This is an optimization exercise on Yosys and OpenROAD, whose aim is small area and a short achievable clock period, not a production implementation.
Only simulation tests tie the RTL to the original design; equivalence was not proved.
Power is estimated from default activity; no workload was simulated.

## the reference run
==> module fpadd_norm, before the edit <==
module fpadd_norm (
    input  [12:0] fz,
    input  [4:0]  er,
    input         sr,
    output reg [15:0] r,
    output reg        hidden,   
    output reg [14:0] m,        
    output reg        nz        
);
    reg [3:0] lz;
    reg [12:0] n;
    reg [4:0] e;
    integer i;
    always @(*) begin
        lz = 4'd12;
        for (i = 0; i <= 12; i = i + 1)
            if (fz[i]) lz = 12 - i;
        n = fz << lz;
        e = er - {1'b0, lz} + 5'd1;
        m = {e, n[11:2]};
        nz = |fz;
        if (fz == 13'b0) begin
            r = 16'b0;
            hidden = 1'b0;
        end else begin
            r = {sr, e, n[11:2]};
            hidden = |e;
        end
    end
endmodule
==> module fpadd_order, before the edit <==
module fpadd_order (
    input  [14:0] a, b,
    input         bu,
    output        a_big,
    output [3:0]  d,
    output        dz
);
    wire [4:0] ea = a[14:10], eb = b[14:10];
    wire [5:0] dab = {1'b0, ea} - {1'b0, eb};
    wire [4:0] dba = eb - ea;
    wire       b_egt = dab[5];
    wire       eeq = (ea == eb);
    wire       fge = a[9:0] >= b[9:0];
    assign a_big = ~bu | (~b_egt & (~eeq | fge));
    wire [4:0] dd = b_egt ? dba : dab[4:0];
    assign d  = dd[3:0];
    assign dz = ~bu | dd[4] | (dd[3] & dd[2]);
endmodule
==> module fp_pipeline, before the edit <==
module fp_pipeline (
    input wire clk,
    input wire reset,
    input wire pipe_en,
    input wire [15:0] in_scalar,
    input wire [15:0] in_batch,
    input wire [8:0] in_waddr,
    input wire in_wen,
    input wire in_valid,
    output wire out_we,
    output wire [8:0] out_waddr,
    output wire [15:0] out_data
);
reg proc_en;
always @(posedge clk) begin
    if (reset) proc_en <= 1'b0;
    else       proc_en <= pipe_en;
end
wire [4:0] e5_in;
wire       z_in;
fpmul_exp u_exp (.ea(in_scalar[14:10]), .eb(in_batch[14:10]), .valid(in_valid),
                 .e5(e5_in), .z(z_in));
reg [9:0] s1_fa, s1_fb;
reg [4:0] s1_e5;
reg       s1_s;
reg [8:0] s1_waddr;
reg       s1_z, s1_wen, s1_vw;
always @(posedge clk) begin
    if (proc_en) begin
        s1_fa    <= in_scalar[9:0];
        s1_fb    <= in_batch[9:0];
        s1_e5    <= e5_in;
        s1_s     <= in_scalar[15] ^ in_batch[15];
        s1_waddr <= in_waddr;
    end
end
always @(posedge clk) begin
    if (reset) begin
        s1_z <= 1'b1; s1_wen <= 1'b0; s1_vw <= 1'b0;
    end else if (proc_en) begin
        s1_z <= z_in; s1_wen <= in_wen; s1_vw <= in_valid | in_wen;
    end
end
wire [21:0] r0, r1;
fpmul_tree u_tree (.fa(s1_fa), .fb(s1_fb), .r0(r0), .r1(r1));
wire [9:0]  lo = {1'b0, r0[9:1]} + {1'b0, r1[9:1]};
reg [20:10] s2_r0;
reg [19:10] s2_r1;
reg         s2_c10;
reg [4:0]   s2_e5;
reg         s2_s;
reg [8:0]   s2_waddr;
reg         s2_z, s2_wen, s2_vw;
always @(posedge clk) begin
    if (proc_en) begin
        s2_r0    <= r0[20:10];
        s2_r1    <= r1[19:10];
        s2_c10   <= lo[9];
        s2_e5    <= s1_e5;
        s2_s     <= s1_s;
        s2_waddr <= s1_waddr;
    end
end
always @(posedge clk) begin
    if (reset) begin
        s2_z <= 1'b1; s2_wen <= 1'b0; s2_vw <= 1'b0;
    end else if (proc_en) begin
        s2_z <= s1_z; s2_wen <= s1_wen; s2_vw <= s1_vw;
    end
end
reg  [12:0] s4_fz;
reg  [4:0]  s4_er;
reg         s4_sr;
reg         s4_wen;
wire [15:0] sum;
wire        sum_h;
wire [14:0] sum_m;
wire        sum_nz;
fpadd_norm u_anorm (.fz(s4_fz), .er(s4_er), .sr(s4_sr), .r(sum), .hidden(sum_h),
                    .m(sum_m), .nz(sum_nz));
wire [15:0] prod;
wire        prod_h;
fpmul_norm u_mnorm (.r0({1'b0, s2_r0}), .r1({2'b01, s2_r1}), .c10(s2_c10),
                    .e5(s2_e5), .z(s2_z), .s(s2_s), .r(prod), .hidden(prod_h));
wire        bu_next = s2_vw & ~s4_wen & sum_nz;
wire        a_big;
wire [3:0]  d;
wire        dz;
fpadd_order u_order (.a(prod[14:0]), .b(sum_m), .bu(bu_next), .a_big(a_big), .d(d),
                     .dz(dz));
reg [15:0] s3_p;
reg        s3_h, s3_abig, s3_dz;
reg [3:0]  s3_d;
reg [8:0]  s3_waddr;
reg        s3_wen;
always @(posedge clk) begin
    if (proc_en) begin
        s3_p     <= prod;
        s3_h     <= prod_h;
        s3_abig  <= a_big;
        s3_d     <= d;
        s3_dz    <= dz;
        s3_waddr <= s2_waddr;
    end
end
always @(posedge clk) begin
    if (reset)        s3_wen <= 1'b0;
    else if (proc_en) s3_wen <= s2_wen;
end
reg  [15:0] s5_sum;
reg         s5_h;
wire [12:0] fz;
wire [4:0]  er;
wire        sr;
fpadd_align u_align (.a(s3_p), .b(s5_sum), .ha(s3_h), .hb(s5_h), .a_big(s3_abig),
                     .d(s3_d), .dz(s3_dz), .fz(fz), .er(er), .sr(sr));
reg [8:0] s4_waddr;
always @(posedge clk) begin
    if (proc_en) begin
        s4_fz    <= fz;
        s4_er    <= er;
        s4_sr    <= sr;
        s4_waddr <= s3_waddr;
    end
end
always @(posedge clk) begin
    if (reset)        s4_wen <= 1'b0;
    else if (proc_en) s4_wen <= s3_wen;
end
reg [8:0] s5_waddr;
reg       s5_wen;
always @(posedge clk) begin
    if (proc_en) begin
        s5_sum   <= sum;
        s5_h     <= sum_h;
        s5_waddr <= s4_waddr;
    end
end
always @(posedge clk) begin
    if (reset)        s5_wen <= 1'b0;
    else if (proc_en) s5_wen <= s4_wen;
end
assign out_we    = s5_wen;
assign out_waddr = s5_waddr;
assign out_data  = s5_sum;
endmodule
clock: 7.0 ns
lec_check: 0
cap_margin: 20
core_margin: 2
core_utilization: 60
place_density: 0.8
setup_slack_margin: 3.2
slew_margin: 20
tns_end_percent: 10
standard.sh (not shown) runs the stock make flow with config.mk's settings and CLKGATE_MAP_FILE= SYNTH_SCRIPT=/design/flow/synth_recipe.tcl, a recipe that flattens the netlist after the stock synthesis.
==> flow/flow/run.sh <==
#!/bin/bash
# The standard layout (the standard.sh, unchanged synthesis and steps),
# except that the buffers it puts on every input and output port are
# sky130_fd_sc_hd__buf_1 cells instead of the flow's default choice.
set -e
cd "$(dirname "$0")/.."
export BUFFER_PORTS_ARGS="-buffer_cell sky130_fd_sc_hd__buf_1"
bash standard.sh > standard.log 2>&1
Changes in the trial run relative to the reference run:
--- a/flow/design.v
+++ b/flow/design.v
@@ -304,11 +304,9 @@
     input  [12:0] fz,
     input  [4:0]  er,
     input         sr,
     output reg [15:0] r,
-    output reg        hidden,   
-    output reg [14:0] m,        
-    output reg        nz        
+    output reg        hidden    
 );
     reg [3:0] lz;
     reg [12:0] n;
     reg [4:0] e;
@@ -318,10 +316,8 @@
         for (i = 0; i <= 12; i = i + 1)
             if (fz[i]) lz = 12 - i;
         n = fz << lz;
         e = er - {1'b0, lz} + 5'd1;
-        m = {e, n[11:2]};
-        nz = |fz;
         if (fz == 13'b0) begin
             r = 16'b0;
             hidden = 1'b0;
         end else begin
@@ -331,9 +327,8 @@
     end
 endmodule
 module fpadd_order (
     input  [14:0] a, b,
-    input         bu,
     output        a_big,
     output [3:0]  d,
     output        dz
 );
@@ -342,12 +337,12 @@
     wire [4:0] dba = eb - ea;
     wire       b_egt = dab[5];
     wire       eeq = (ea == eb);
     wire       fge = a[9:0] >= b[9:0];
-    assign a_big = ~bu | (~b_egt & (~eeq | fge));
+    assign a_big = ~b_egt & (~eeq | fge);
     wire [4:0] dd = b_egt ? dba : dab[4:0];
     assign d  = dd[3:0];
-    assign dz = ~bu | dd[4] | (dd[3] & dd[2]);
+    assign dz = dd[4] | (dd[3] & dd[2]);
 endmodule
 module fpadd_align (
     input  [15:0] a, b,        
     input         ha, hb,      
@@ -443,31 +438,29 @@
 reg         s4_sr;
 reg         s4_wen;
 wire [15:0] sum;
 wire        sum_h;
-wire [14:0] sum_m;
-wire        sum_nz;
-fpadd_norm u_anorm (.fz(s4_fz), .er(s4_er), .sr(s4_sr), .r(sum), .hidden(sum_h),
-                    .m(sum_m), .nz(sum_nz));
+fpadd_norm u_anorm (.fz(s4_fz), .er(s4_er), .sr(s4_sr), .r(sum), .hidden(sum_h));
 wire [15:0] prod;
 wire        prod_h;
 fpmul_norm u_mnorm (.r0({1'b0, s2_r0}), .r1({2'b01, s2_r1}), .c10(s2_c10),
                     .e5(s2_e5), .z(s2_z), .s(s2_s), .r(prod), .hidden(prod_h));
-wire        bu_next = s2_vw & ~s4_wen & sum_nz;
+wire        g_next = s2_vw & ~s4_wen;
+wire [14:0] c_next = g_next ? sum[14:0] : 15'b0;
 wire        a_big;
 wire [3:0]  d;
 wire        dz;
-fpadd_order u_order (.a(prod[14:0]), .b(sum_m), .bu(bu_next), .a_big(a_big), .d(d),
-                     .dz(dz));
+fpadd_order u_order (.a(prod[14:0]), .b(c_next), .a_big(a_big), .d(d), .dz(dz));
 reg [15:0] s3_p;
-reg        s3_h, s3_abig, s3_dz;
+reg        s3_h, s3_g, s3_abig, s3_dz;
 reg [3:0]  s3_d;
 reg [8:0]  s3_waddr;
 reg        s3_wen;
 always @(posedge clk) begin
     if (proc_en) begin
         s3_p     <= prod;
         s3_h     <= prod_h;
+        s3_g     <= g_next;
         s3_abig  <= a_big;
         s3_d     <= d;
         s3_dz    <= dz;
         s3_waddr <= s2_waddr;
@@ -478,12 +471,14 @@
     else if (proc_en) s3_wen <= s2_wen;
 end
 reg  [15:0] s5_sum;
 reg         s5_h;
+wire [15:0] c = {s5_sum[15], s3_g ? s5_sum[14:0] : 15'b0};
+wire        c_h = s3_g & s5_h;
 wire [12:0] fz;
 wire [4:0]  er;
 wire        sr;
-fpadd_align u_align (.a(s3_p), .b(s5_sum), .ha(s3_h), .hb(s5_h), .a_big(s3_abig),
+fpadd_align u_align (.a(s3_p), .b(c), .ha(s3_h), .hb(c_h), .a_big(s3_abig),
                      .d(s3_d), .dz(s3_dz), .fz(fz), .er(er), .sr(sr));
 reg [8:0] s4_waddr;
 always @(posedge clk) begin
     if (proc_en) begin
## What came out
- The trial run completed end to end with timing, DRC and antenna clean.
- [the trial run vs the reference run] worst setup margin: higher in the trial run
- In terms of sequential share of layout area, the reference run and the trial run differ only marginally.
- Reported combinational group power of the trial run exceeds that of the reference run by a little under 10%.
- In terms of sequential-cell power consumption, the trial run and the reference run differ only marginally.
- On relative contribution of combinational cells to total power: the trial run sits above the reference run.
- Diff the trial run and the reference run: sequential cell count of the final layout higher in the trial run
- Between the trial run and the reference run, it is the trial run whose power is higher, by 1.5%.
- Buffer count excluding the clock tree in the final layout ended up about 3.4% higher on the trial run than on the reference run.

what the ideal ports hide:
In the flow no input, the clock included, has a driving cell. The finished layouts below were timed again as built, in two steps. Step 1 (the two cells are an assumption about what drives the block):
set clk [get_ports {clk}]
set_driving_cell -lib_cell sky130_fd_sc_hd__clkbuf_16 $clk
set_driving_cell -lib_cell sky130_fd_sc_hd__buf_2 [delete_from_list [all_inputs] $clk]
Step 2, shift: input delay + t, output delay - t, t = (earliest + latest rising clock arrival at the registers) / 2. This alone moves slack from input paths to output paths. a / b / c = ideal ports / drivers / drivers and shift; a / b = the first two.
| run | t, ns | setup slack, ns | slew at the worst register clock pin (ns) |
|---|---|---|---|
| the reference run | 0.478 | 2.827 / 2.827 / 2.827 | 0.08 / 0.08 |
| the trial run | 0.475 | 3.086 / 3.086 / 3.086 | 0.08 / 0.08 |
After both steps every run listed still meets setup and hold.
